Source: an optimization exercise on an open RTL-to-GDS flow (aim: small area). Production flows keep margins and buffers that such runs may drop.
The RTL was checked by simulation tests, not by an equivalence proof against the original design.
The flow treats the clock pin as an ideal source. Dropping or thinning the clock tree relies on that and would not hold on a real chip.

== run A ==
==> module platform, before the edit <==
module platform(
    input clk,
    input rst,
    input [1:0] switch_pos,
    input stop_Up,
    input stop_Down,
    output reg [3:0] step_out
);
    localparam [6:0] P  = 7'b0101010;
    localparam [6:0] SH = 7'b1100010;
    reg  [6:0] h;
    wire [6:0] s = h ^ P;
    wire isE = (h[1] & h[3] & ~h[4] & h[5] & ~h[6]);
    always @(posedge clk) begin
        if (rst | isE) h <= SH;
        else h <= {s[5:0], s[6] ^ s[5]} ^ P;
    end
    reg [2:0] prev_index;
    reg mv_up, mv_dn;
    wire after_rst = mv_up & mv_dn;
    wire mv = mv_up ^ mv_dn;
    wire c1 = mv & (prev_index[0] ^ mv_dn);
    wire c2 = c1 & (prev_index[1] ^ mv_dn);
    always @(posedge clk) begin
        if (rst) begin
            prev_index <= 3'd0;
            mv_up <= 1'b1;
            mv_dn <= 1'b1;
        end else begin
            prev_index <= prev_index ^ {c2, c1, mv};
            mv_up <= isE & switch_pos[0] & ~switch_pos[1] & stop_Up;
            mv_dn <= isE & switch_pos[1] & ~switch_pos[0] & stop_Down;
        end
    end
    reg [3:0] step_sequence;
    always @(*) begin
        case (prev_index)
            3'd0: step_sequence = 4'b1000;
            3'd1: step_sequence = 4'b1100;
            3'd2: step_sequence = 4'b0100;
            3'd3: step_sequence = 4'b0110;
            3'd4: step_sequence = 4'b0010;
            3'd5: step_sequence = 4'b0011;
            3'd6: step_sequence = 4'b0001;
            default: step_sequence = 4'b1001;
        endcase
    end
    always @(*) step_out = after_rst ? 4'b0000 : step_sequence;
endmodule
clock: 10.0 ns
lec_check: 0
cap_margin: 20
core_margin: 2
core_utilization: 70
slew_margin: 20
standard.sh (not shown) runs the stock make flow with config.mk's settings and CLKGATE_MAP_FILE= SYNTH_SCRIPT=/design/flow/synth_recipe.tcl, a recipe that flattens the netlist after the stock synthesis.
==> flow/flow/run.sh <==
#!/bin/bash
set -euo pipefail
W=$(pwd)
rm -rf "$W/scripts_abc"
cp -r "$FLOW_HOME/scripts" "$W/scripts_abc"
cp "$W/flow/abc_area_map.script" "$W/scripts_abc/abc_speed.script"
SCRIPTS_DIR="$W/scripts_abc" bash standard.sh synth > "$W/synth.log" 2>&1
export BUFFER_PORTS_ARGS="-buffer_cell sky130_fd_sc_hd__buf_1"
export PRE_CTS_TCL=$W/flow/cts_pre.tcl
bash standard.sh > "$W/layout.log" 2>&1
Other scripts of this flow, unchanged in this note and not shown: flow/flow/abc_area_map.script, flow/flow/cts_pre.tcl
Run A completed end to end with timing, DRC and antenna clean.
Edits applied to the flow inputs when going from run A to run Y:
--- a/flow/design.v
+++ b/flow/design.v
@@ -50,43 +50,39 @@
     wire [6:0] s = h ^ P;
     wire isE = (h[1] & h[3] & ~h[4] & h[5] & ~h[6]);
     always @(posedge clk) begin
         if (rst | isE) h <= SH;
         else h <= {s[5:0], s[6] ^ s[5]} ^ P;
     end
-    reg [2:0] prev_index;
-    reg mv_up, mv_dn;
-    wire after_rst = mv_up & mv_dn;
-    wire mv = mv_up ^ mv_dn;
-    wire c1 = mv & (prev_index[0] ^ mv_dn);
-    wire c2 = c1 & (prev_index[1] ^ mv_dn);
-    always @(posedge clk) begin
-        if (rst) begin
-            prev_index <= 3'd0;
-            mv_up <= 1'b1;
-            mv_dn <= 1'b1;
-        end else begin
-            prev_index <= prev_index ^ {c2, c1, mv};
-            mv_up <= isE & switch_pos[0] & ~switch_pos[1] & stop_Up;
-            mv_dn <= isE & switch_pos[1] & ~switch_pos[0] & stop_Down;
-        end
-    end
+    reg [2:0] step_index;
     reg [3:0] step_sequence;
     always @(*) begin
-        case (prev_index)
+        case (step_index)
             3'd0: step_sequence = 4'b1000;
             3'd1: step_sequence = 4'b1100;
             3'd2: step_sequence = 4'b0100;
             3'd3: step_sequence = 4'b0110;
             3'd4: step_sequence = 4'b0010;
             3'd5: step_sequence = 4'b0011;
             3'd6: step_sequence = 4'b0001;
             default: step_sequence = 4'b1001;
         endcase
     end
-    always @(*) step_out = after_rst ? 4'b0000 : step_sequence;
+    wire en = isE & (switch_pos[0] ? (~switch_pos[1] & stop_Up) : (switch_pos[1] & stop_Down));
+    wire dn = switch_pos[1];
+    wire c1 = en & (step_index[0] ^ dn);
+    wire c2 = c1 & (step_index[1] ^ dn);
+    always @(posedge clk) begin
+        if (rst) begin
+            step_index <= 3'd0;
+            step_out <= 4'b0000;
+        end else begin
+            step_index <= step_index ^ {c2, c1, en};
+            step_out <= step_sequence;
+        end
+    end
 endmodule
 module servo_principal(
     input clk,
     input rst,
     input presence_1,
     input presence_2,
Notes after the runs:
- The flow did not stop early for run A: all stages ran, and the layout cleared the timing, DRC and antenna checks.
- Run Y reached the end of the flow, and the finished layout is clean on the timing, DRC and antenna checks.
- in -> reg as the critical setup path kind was reported by run Y, and reg -> out by run A.
- Run A -> run Y: number of multi-input combinational cells increased slightly
- The lower synthesized cell count of run Y and run A is in run A.
- Any difference in overall routed net length between run A and run Y is small enough to ignore.
- Run Y: wire length of the first global-routing pass higher than run A
- On met1 usage, run Y and run A are basically level.
No run of this note takes its clock network from TritonCTS; it comes from the design's own scripts or RTL.

-- afterwards: timing with drivers on the ports --
How much do the figures lean on ideal ports? The routed layouts below were timed once more, with nothing changed but the port constraints.
Step 1 (the two cells are an assumption about what drives the block):
set clk [get_ports {CLK_50}]
set_driving_cell -lib_cell sky130_fd_sc_hd__clkbuf_16 $clk
set_driving_cell -lib_cell sky130_fd_sc_hd__buf_2 [delete_from_list [all_inputs] $clk]
Step 2, shift: input delay + t, output delay - t, t = (earliest + latest rising clock arrival at the registers) / 2. This alone moves slack from input paths to output paths.
Three values: ideal ports, drivers, drivers and shift; two values: the first two.
| run | shift t [ns] | slack for setup (ns) | hold WS [ns] | slew at the worst register clock pin (ns) | worst slew at a driven data input, ns |
|---|---|---|---|---|---|
| run A | 0.212 | 6.696 / 6.618 / 6.677 | 0.372 / 0.372 / 0.372 | 0.11 / 0.11 | 0.04 |
| run Y | 0.223 | 6.858 / 6.916 / 6.693 | 0.357 / 0.356 / 0.356 | 0.11 / 0.11 | 0.03 |
After both steps setup and hold are still met in every run listed. The setup slack of run Y, which loses most, moves by +0.058 ns with the drivers and by -0.165 ns with both steps.
